What follows belongs to an exercise in optimizing a design on an open flow for small area; a production flow would make more cautious choices. The RTL was checked by simulation tests, not by an equivalence proof against the original design. Power and IR drop assume default switching activity.

==> v37 <==
Design system_bus, start of the top module:
module system_bus
	#(parameter DATA_WIDTH = 8,
	parameter ADDR_WIDTH = 14,
	parameter NO_OF_MASTER = 4,
	parameter NO_OF_SLAVE = 8,
	parameter [NO_OF_SLAVE*ADDR_WIDTH-1:0] SLAVE_BASE_ADDR = {14'd10, 14'd20, 14'd30, 14'd40, 14'd50, 14'd60, 14'd70, 14'd80},
	parameter [NO_OF_SLAVE*ADDR_WIDTH-1:0] SLAVE_END_ADDR = {14'd19, 14'd29, 14'd39, 14'd49, 14'd59, 14'd69, 14'd79, 14'd89}
	)
	(
	input clk,
	input reset_n,
	input [ADDR_WIDTH*NO_OF_MASTER-1:0]  addr_avm,
	output [DATA_WIDTH*NO_OF_MASTER-1:0]  readdata_avm,
	input [DATA_WIDTH*NO_OF_MASTER-1:0]  writedata_avm,
	input [NO_OF_MASTER-1:0]  readen_avm,
	input [NO_OF_MASTER-1:0]  writeen_avm,
	output [NO_OF_MASTER-1:0]  readvalid_avm,
	output [NO_OF_MASTER-1:0]  writevalid_avm,
	input [NO_OF_MASTER-1:0]  waitrequest_avm,
	input [4*NO_OF_MASTER-1:0] priority_no,
	output [ADDR_WIDTH*NO_OF_SLAVE-1:0]  addr_avs,
	input [DATA_WIDTH*NO_OF_SLAVE-1:0]  readdata_avs,
	output [DATA_WIDTH*NO_OF_SLAVE-1:0]  writedata_avs,
	output [NO_OF_SLAVE-1:0]  readen_avs,
	output [NO_OF_SLAVE-1:0]  writeen_avs,
	input [NO_OF_SLAVE-1:0]  readvalid_avs,
	input [NO_OF_SLAVE-1:0]  writevalid_avs,
	output reg [NO_OF_SLAVE-1:0]  waitrequest_avs
	);
clock: 7.0 ns
lec_check: 0
cap_margin: 20
core_margin: 2
core_utilization: 55
place_density: 0.7
slew_margin: 20
standard.sh (not shown) runs the stock make flow with config.mk's settings and CLKGATE_MAP_FILE= SYNTH_SCRIPT=/design/flow/synth_recipe.tcl, a recipe that flattens the netlist after the stock synthesis.
==> flow/flow/run.sh <==
#!/bin/bash
# ORFS layout through the standard.sh, with three changes to how the
# layout is made:
#  - synthesis maps the logic with an area-oriented ABC script
#    (flow/abc_map.script) in place of ORFS's speed script; everything else
#    in synthesis, including flip-flop mapping, is ORFS's own;
#  - every port is buffered with buf_1 rather than the default buffer;
#  - the clock tree is built from clkbuf_2 (clkbuf_8 at the root) without
#    dummy loads.
set -euo pipefail
rm -rf scripts_local
cp -r "$FLOW_HOME/scripts" scripts_local
cp flow/abc_map.script scripts_local/abc_speed.script
export SCRIPTS_DIR="$PWD/scripts_local"
export BUFFER_PORTS_ARGS="-buffer_cell sky130_fd_sc_hd__buf_1"
export CTS_ARGS="-sink_clustering_enable -repair_clock_nets -dont_use_dummy_load -buf_list sky130_fd_sc_hd__clkbuf_2 -root_buf sky130_fd_sc_hd__clkbuf_8"
bash standard.sh > standard.log 2>&1
==> flow/flow/abc_map.script <==
&get -n
&st
&deepsyn -T 60
&dch -f
&nf -a -R 1000 -F 4 -A 4
&put
&get -n
&st
&deepsyn -T 60
&dch -f
&nf -a -R 1000 -F 4 -A 4
&put
==> inputs of v27, as changes to v37 <==
--- a/flow/design.v
+++ b/flow/design.v
@@ -69,17 +69,17 @@
 			assign mcs_idx[i] = {mcs[i][4] | mcs[i][5] | mcs[i][6] | mcs[i][7],
 			                     mcs[i][2] | mcs[i][3] | mcs[i][6] | mcs[i][7],
 			                     mcs[i][1] | mcs[i][3] | mcs[i][5] | mcs[i][7]};
 		end
 	endgenerate
 	reg [3:0] ls12;                 
-	reg [7:0] used_slaves;          
+	reg [7:0] free_slaves;
 	wire [3:0] act1;
 	generate
 		for (i = 0; i < 4; i = i + 1) begin : ACT1
-			assign act1[i] = (readen_avm_reg[i] | writeen_avm_reg[i]) & ~ls12[i] & (|(mcs[i] & ~used_slaves));
+			assign act1[i] = (readen_avm_reg[i] | writeen_avm_reg[i]) & ~ls12[i] & (|(mcs[i] & free_slaves));
 		end
 	endgenerate
 	wire [15:0] pna = priority_no & {{4{act1[3]}}, {4{act1[2]}}, {4{act1[1]}}, {4{act1[0]}}};
 	wire [3:0] any1 = pna[3:0] | pna[7:4] | pna[11:8] | pna[15:12];
 	wire [3:0] lvl1 = {any1[3], ~any1[3] & any1[2], ~|any1[3:2] & any1[1], ~|any1[3:1] & any1[0]};
 	wire [3:0] top1, oh1;
@@ -136,22 +136,22 @@
 	wire        s2_last = (s2_cnt == {s2_w, ~s2_w, 3'b111});    
 	wire        s2_start = ~s2_busy & sdd_v;
 	always @(posedge clk or negedge reset_n)
 		if (~reset_n) begin
 			s2_busy <= 1'b0;
 			ls12 <= 4'b0;
-			used_slaves <= 8'h00;
+			free_slaves <= 8'hff;
 		end else begin
 			if (s2_start) begin
 				s2_busy <= 1'b1;
 				ls12 <= (ls12 ^ master_rel) | (4'b1 << msm);
-				used_slaves <= (used_slaves & ~slave_rel) | (8'b1 << sdd_i);
+				free_slaves <= (free_slaves | slave_rel) & ~(8'b1 << sdd_i);
 			end else begin
 				if (s2_busy && s2_last) s2_busy <= 1'b0;
 				ls12 <= ls12 ^ master_rel;
-				used_slaves <= used_slaves & ~slave_rel;
+				free_slaves <= free_slaves | slave_rel;
 			end
 		end
 	always @(posedge clk) begin
 		if (~s2_busy) begin
 			s2_cnt <= 5'd0;
 			s2_w <= sel_wen;
@@ -272,22 +272,24 @@
 	reg [2:0] sms_i;                
 	always @(posedge clk or negedge reset_n)
 		if (~reset_n) sms_v <= 1'b0;
 		else sms_v <= g3;
 	always @(posedge clk) sms_i <= gs3;
 	reg       s4_busy;
-	reg        s4_f0, s4_f1;        
-	reg [10:0] sr_s;
+	reg [3:0] s4_cnt;
+	reg       s4_rd;                
+	reg [9:0] sr_s;
 	reg [3:0] me;                   
+	reg [2:0] tem;                  
 	reg       rel_p;                
-	wire s2m = sr_s[10];
+	wire s2m = sr_s[9];
 	wire       sel_rv = readvalid_avs_reg[sms_i];
 	wire       sel_wv = writevalid_avs_reg[sms_i];
 	wire [7:0] sel_rd = readdata_avs_reg[sms_i];
 	wire [3:0] sel_me = mdm_v[sms_i] ? (4'b1 << mdm_m[sms_i]) : 4'b0;
-	wire       s4_last = (sr_s[8:0] == 9'd0);    
+	wire       s4_last = (s4_cnt == {s4_rd, 2'b00, 1'b1});    
 	always @(posedge clk or negedge reset_n)
 		if (~reset_n) begin
 			s4_busy <= 1'b0;
 			ls34 <= 8'b0;
 			rel_p <= 1'b0;
 		end else begin
@@ -302,19 +304,22 @@
 				if (s4_last) s4_busy <= 1'b0;
 				ls34 <= ls34 ^ slave_rel;
 			end
 		end
 	always @(posedge clk) begin
 		if (~s4_busy) begin
-			sr_s <= sel_rv ? {1'b1, sel_wv, sel_rd, 1'b1} : {1'b0, sel_wv, 9'b100000000};
+			s4_cnt <= 4'd0;
+			s4_rd <= sel_rv;
+			sr_s <= {sel_rv, sel_wv, sel_rd};
 			me <= sel_me;
+			tem <= sms_i;
 		end else begin
-			sr_s <= {sr_s[9:0], 1'b0};
+			s4_cnt <= s4_cnt + 4'd1;
+			sr_s <= {sr_s[8:0], 1'b0};
 		end
 	end
-	wire [2:0] tem = {|ls34[7:4], |{ls34[7:6], ls34[3:2]}, |{ls34[7], ls34[5], ls34[3], ls34[1]}};
 	wire [3:0] rel_m = mdm_v[tem] ? (4'b1 << mdm_m[tem]) : 4'b0;
 	always @(posedge clk or negedge reset_n)
 		if (~reset_n) begin
 			master_rel <= 4'b0;
 			srel_v <= 1'b0;
 		end else begin
@@ -323,19 +328,15 @@
 		end
 	always @(posedge clk) srel_i <= tem;
 	reg [7:0] readdata_avm_reg [0:3];
 	reg [3:0] readvalid_avm_reg_out, writevalid_avm_reg_out;
 	assign readvalid_avm = readvalid_avm_reg_out;
 	assign writevalid_avm = writevalid_avm_reg_out;
-	always @(posedge clk) begin
-		s4_f0 <= ~s4_busy;
-		s4_f1 <= s4_busy & s4_f0;
-	end
-	wire s4_c1 = s4_f1;
-	wire s4_c2p = ~s4_f0 & ~s4_f1;
-	wire s4_c9 = s4_last & ~s4_f1;
+	wire s4_c1 = (s4_cnt == 4'd1);
+	wire s4_c2p = (s4_cnt >= 4'd2);
+	wire s4_c9 = (s4_cnt == 4'd9);
 	generate
 		for (i = 0; i < 4; i = i + 1) begin : MST
 			wire a = s4_busy & me[i];
 			wire hold = readen_avm[i] | writeen_avm[i] | waitrequest_avm[i];
 			always @(posedge clk or negedge reset_n)
 				if (~reset_n) begin
==> flow/flow/run.sh (replaced) <==
#!/bin/bash
# Standard ORFS layout (standard.sh, unchanged synthesis), except that every
# port is buffered with buf_1 and the clock tree is built without dummy loads.
set -euo pipefail
export BUFFER_PORTS_ARGS="-buffer_cell sky130_fd_sc_hd__buf_1"
export CTS_ARGS="-sink_clustering_enable -repair_clock_nets -dont_use_dummy_load -buf_list sky130_fd_sc_hd__clkbuf_2"

bash standard.sh > standard.log 2>&1
Settings changed: CORE_UTILIZATION 55 to 40, PLACE_DENSITY 0.7 to 0.6.
removed: flow/flow/abc_map.script
==> inputs of v8, as changes to v37 <==
--- a/flow/design.v
+++ b/flow/design.v
@@ -69,17 +69,17 @@
 			assign mcs_idx[i] = {mcs[i][4] | mcs[i][5] | mcs[i][6] | mcs[i][7],
 			                     mcs[i][2] | mcs[i][3] | mcs[i][6] | mcs[i][7],
 			                     mcs[i][1] | mcs[i][3] | mcs[i][5] | mcs[i][7]};
 		end
 	endgenerate
 	reg [3:0] ls12;                 
-	reg [7:0] used_slaves;          
+	reg [7:0] free_slaves;
 	wire [3:0] act1;
 	generate
 		for (i = 0; i < 4; i = i + 1) begin : ACT1
-			assign act1[i] = (readen_avm_reg[i] | writeen_avm_reg[i]) & ~ls12[i] & (|(mcs[i] & ~used_slaves));
+			assign act1[i] = (readen_avm_reg[i] | writeen_avm_reg[i]) & ~ls12[i] & (|(mcs[i] & free_slaves));
 		end
 	endgenerate
 	wire [15:0] pna = priority_no & {{4{act1[3]}}, {4{act1[2]}}, {4{act1[1]}}, {4{act1[0]}}};
 	wire [3:0] any1 = pna[3:0] | pna[7:4] | pna[11:8] | pna[15:12];
 	wire [3:0] lvl1 = {any1[3], ~any1[3] & any1[2], ~|any1[3:2] & any1[1], ~|any1[3:1] & any1[0]};
 	wire [3:0] top1, oh1;
@@ -136,22 +136,22 @@
 	wire        s2_last = (s2_cnt == {s2_w, ~s2_w, 3'b111});    
 	wire        s2_start = ~s2_busy & sdd_v;
 	always @(posedge clk or negedge reset_n)
 		if (~reset_n) begin
 			s2_busy <= 1'b0;
 			ls12 <= 4'b0;
-			used_slaves <= 8'h00;
+			free_slaves <= 8'hff;
 		end else begin
 			if (s2_start) begin
 				s2_busy <= 1'b1;
 				ls12 <= (ls12 ^ master_rel) | (4'b1 << msm);
-				used_slaves <= (used_slaves & ~slave_rel) | (8'b1 << sdd_i);
+				free_slaves <= (free_slaves | slave_rel) & ~(8'b1 << sdd_i);
 			end else begin
 				if (s2_busy && s2_last) s2_busy <= 1'b0;
 				ls12 <= ls12 ^ master_rel;
-				used_slaves <= used_slaves & ~slave_rel;
+				free_slaves <= free_slaves | slave_rel;
 			end
 		end
 	always @(posedge clk) begin
 		if (~s2_busy) begin
 			s2_cnt <= 5'd0;
 			s2_w <= sel_wen;
@@ -272,22 +272,24 @@
 	reg [2:0] sms_i;                
 	always @(posedge clk or negedge reset_n)
 		if (~reset_n) sms_v <= 1'b0;
 		else sms_v <= g3;
 	always @(posedge clk) sms_i <= gs3;
 	reg       s4_busy;
-	reg        s4_f0, s4_f1;        
-	reg [10:0] sr_s;
+	reg [3:0] s4_cnt;
+	reg       s4_rd;                
+	reg [9:0] sr_s;
 	reg [3:0] me;                   
+	reg [2:0] tem;                  
 	reg       rel_p;                
-	wire s2m = sr_s[10];
+	wire s2m = sr_s[9];
 	wire       sel_rv = readvalid_avs_reg[sms_i];
 	wire       sel_wv = writevalid_avs_reg[sms_i];
 	wire [7:0] sel_rd = readdata_avs_reg[sms_i];
 	wire [3:0] sel_me = mdm_v[sms_i] ? (4'b1 << mdm_m[sms_i]) : 4'b0;
-	wire       s4_last = (sr_s[8:0] == 9'd0);    
+	wire       s4_last = (s4_cnt == {s4_rd, 2'b00, 1'b1});    
 	always @(posedge clk or negedge reset_n)
 		if (~reset_n) begin
 			s4_busy <= 1'b0;
 			ls34 <= 8'b0;
 			rel_p <= 1'b0;
 		end else begin
@@ -302,19 +304,22 @@
 				if (s4_last) s4_busy <= 1'b0;
 				ls34 <= ls34 ^ slave_rel;
 			end
 		end
 	always @(posedge clk) begin
 		if (~s4_busy) begin
-			sr_s <= sel_rv ? {1'b1, sel_wv, sel_rd, 1'b1} : {1'b0, sel_wv, 9'b100000000};
+			s4_cnt <= 4'd0;
+			s4_rd <= sel_rv;
+			sr_s <= {sel_rv, sel_wv, sel_rd};
 			me <= sel_me;
+			tem <= sms_i;
 		end else begin
-			sr_s <= {sr_s[9:0], 1'b0};
+			s4_cnt <= s4_cnt + 4'd1;
+			sr_s <= {sr_s[8:0], 1'b0};
 		end
 	end
-	wire [2:0] tem = {|ls34[7:4], |{ls34[7:6], ls34[3:2]}, |{ls34[7], ls34[5], ls34[3], ls34[1]}};
 	wire [3:0] rel_m = mdm_v[tem] ? (4'b1 << mdm_m[tem]) : 4'b0;
 	always @(posedge clk or negedge reset_n)
 		if (~reset_n) begin
 			master_rel <= 4'b0;
 			srel_v <= 1'b0;
 		end else begin
@@ -323,19 +328,15 @@
 		end
 	always @(posedge clk) srel_i <= tem;
 	reg [7:0] readdata_avm_reg [0:3];
 	reg [3:0] readvalid_avm_reg_out, writevalid_avm_reg_out;
 	assign readvalid_avm = readvalid_avm_reg_out;
 	assign writevalid_avm = writevalid_avm_reg_out;
-	always @(posedge clk) begin
-		s4_f0 <= ~s4_busy;
-		s4_f1 <= s4_busy & s4_f0;
-	end
-	wire s4_c1 = s4_f1;
-	wire s4_c2p = ~s4_f0 & ~s4_f1;
-	wire s4_c9 = s4_last & ~s4_f1;
+	wire s4_c1 = (s4_cnt == 4'd1);
+	wire s4_c2p = (s4_cnt >= 4'd2);
+	wire s4_c9 = (s4_cnt == 4'd9);
 	generate
 		for (i = 0; i < 4; i = i + 1) begin : MST
 			wire a = s4_busy & me[i];
 			wire hold = readen_avm[i] | writeen_avm[i] | waitrequest_avm[i];
 			always @(posedge clk or negedge reset_n)
 				if (~reset_n) begin
==> flow/flow/run.sh (replaced) <==
#!/bin/bash
# ORFS layout through the standard.sh, with three changes to how the
# layout is made:
#  - synthesis maps the logic with an area-oriented ABC script
#    (flow/abc_map.script) in place of ORFS's speed script; everything else
#    in synthesis, including flip-flop mapping, is ORFS's own;
#  - every port is buffered with buf_1 rather than the default buffer;
#  - the clock tree is built from clkbuf_2 without dummy loads.
set -euo pipefail
rm -rf scripts_local
cp -r "$FLOW_HOME/scripts" scripts_local
cp flow/abc_map.script scripts_local/abc_speed.script
export SCRIPTS_DIR="$PWD/scripts_local"
export BUFFER_PORTS_ARGS="-buffer_cell sky130_fd_sc_hd__buf_1"
export CTS_ARGS="-sink_clustering_enable -repair_clock_nets -dont_use_dummy_load -buf_list sky130_fd_sc_hd__clkbuf_2"
bash standard.sh > standard.log 2>&1
==> flow/flow/abc_map.script (replaced) <==
&get -n
&st
&syn2
&dch -f
&nf -a -R 1000
&put
&get -n
&st
&syn2
&dch -f
&nf -a -R 1000
&put
Settings changed: CORE_UTILIZATION 55 to 40, PLACE_DENSITY 0.7 to 0.6.
==> summary of the runs <==
The lowest global-route usage belongs to v8, the highest to v37. Via count, highest first: v27, v37, v8. The highest hold slack belongs to v37, the lowest to v8. Combinational power: v37 is higher than v27 (about 70%). Register-to-register slack: v27 is better than v37 (0.52 ns). First-iteration DRC count, highest first: v37, v8, v27. Area after synthesis: v37 is smaller than v27 (9.5%). In v27 the critical path depth is lower than in v37, by 12. Of v8 and v37, v8 has the higher clock skew (gap 0.077 ns). Sequential power: v27 < v8 < v37. Sequential cell count is the same in v8 and v27.

[what the ideal ports hide]
In the flow no input, the clock included, has a driving cell. The finished layouts below were timed again as built, in two steps.
Step 1 assumes that a clkbuf_16 drives the clock port and a buf_2 every other input.
Step 2 moves the port delays by t, midway between the first and last clock arrival at a register: inputs arrive t later, outputs are due t later. That takes back most of the time a late clock gives input paths.
Three values: ideal ports, drivers, drivers and shift; two values: the first two.
run	t (ns)	setup slack, ns	worst register clock-pin slew, ns	pins driven straight from the clock port
v37	0.637	1.013 / 1.046 / 0.408	0.11 / 0.11	1
v27	1.249	2.123 / 2.122 / 1.204	0.11 / 0.11	1
v8	1.248	1.083 / 1.083 / -0.106	0.12 / 0.12	1
Met with ideal ports but missed after step 2: setup timing in v8. For v8, which loses most, drivers alone change the setup slack by 0.000 ns; drivers and shift together by -1.189 ns.
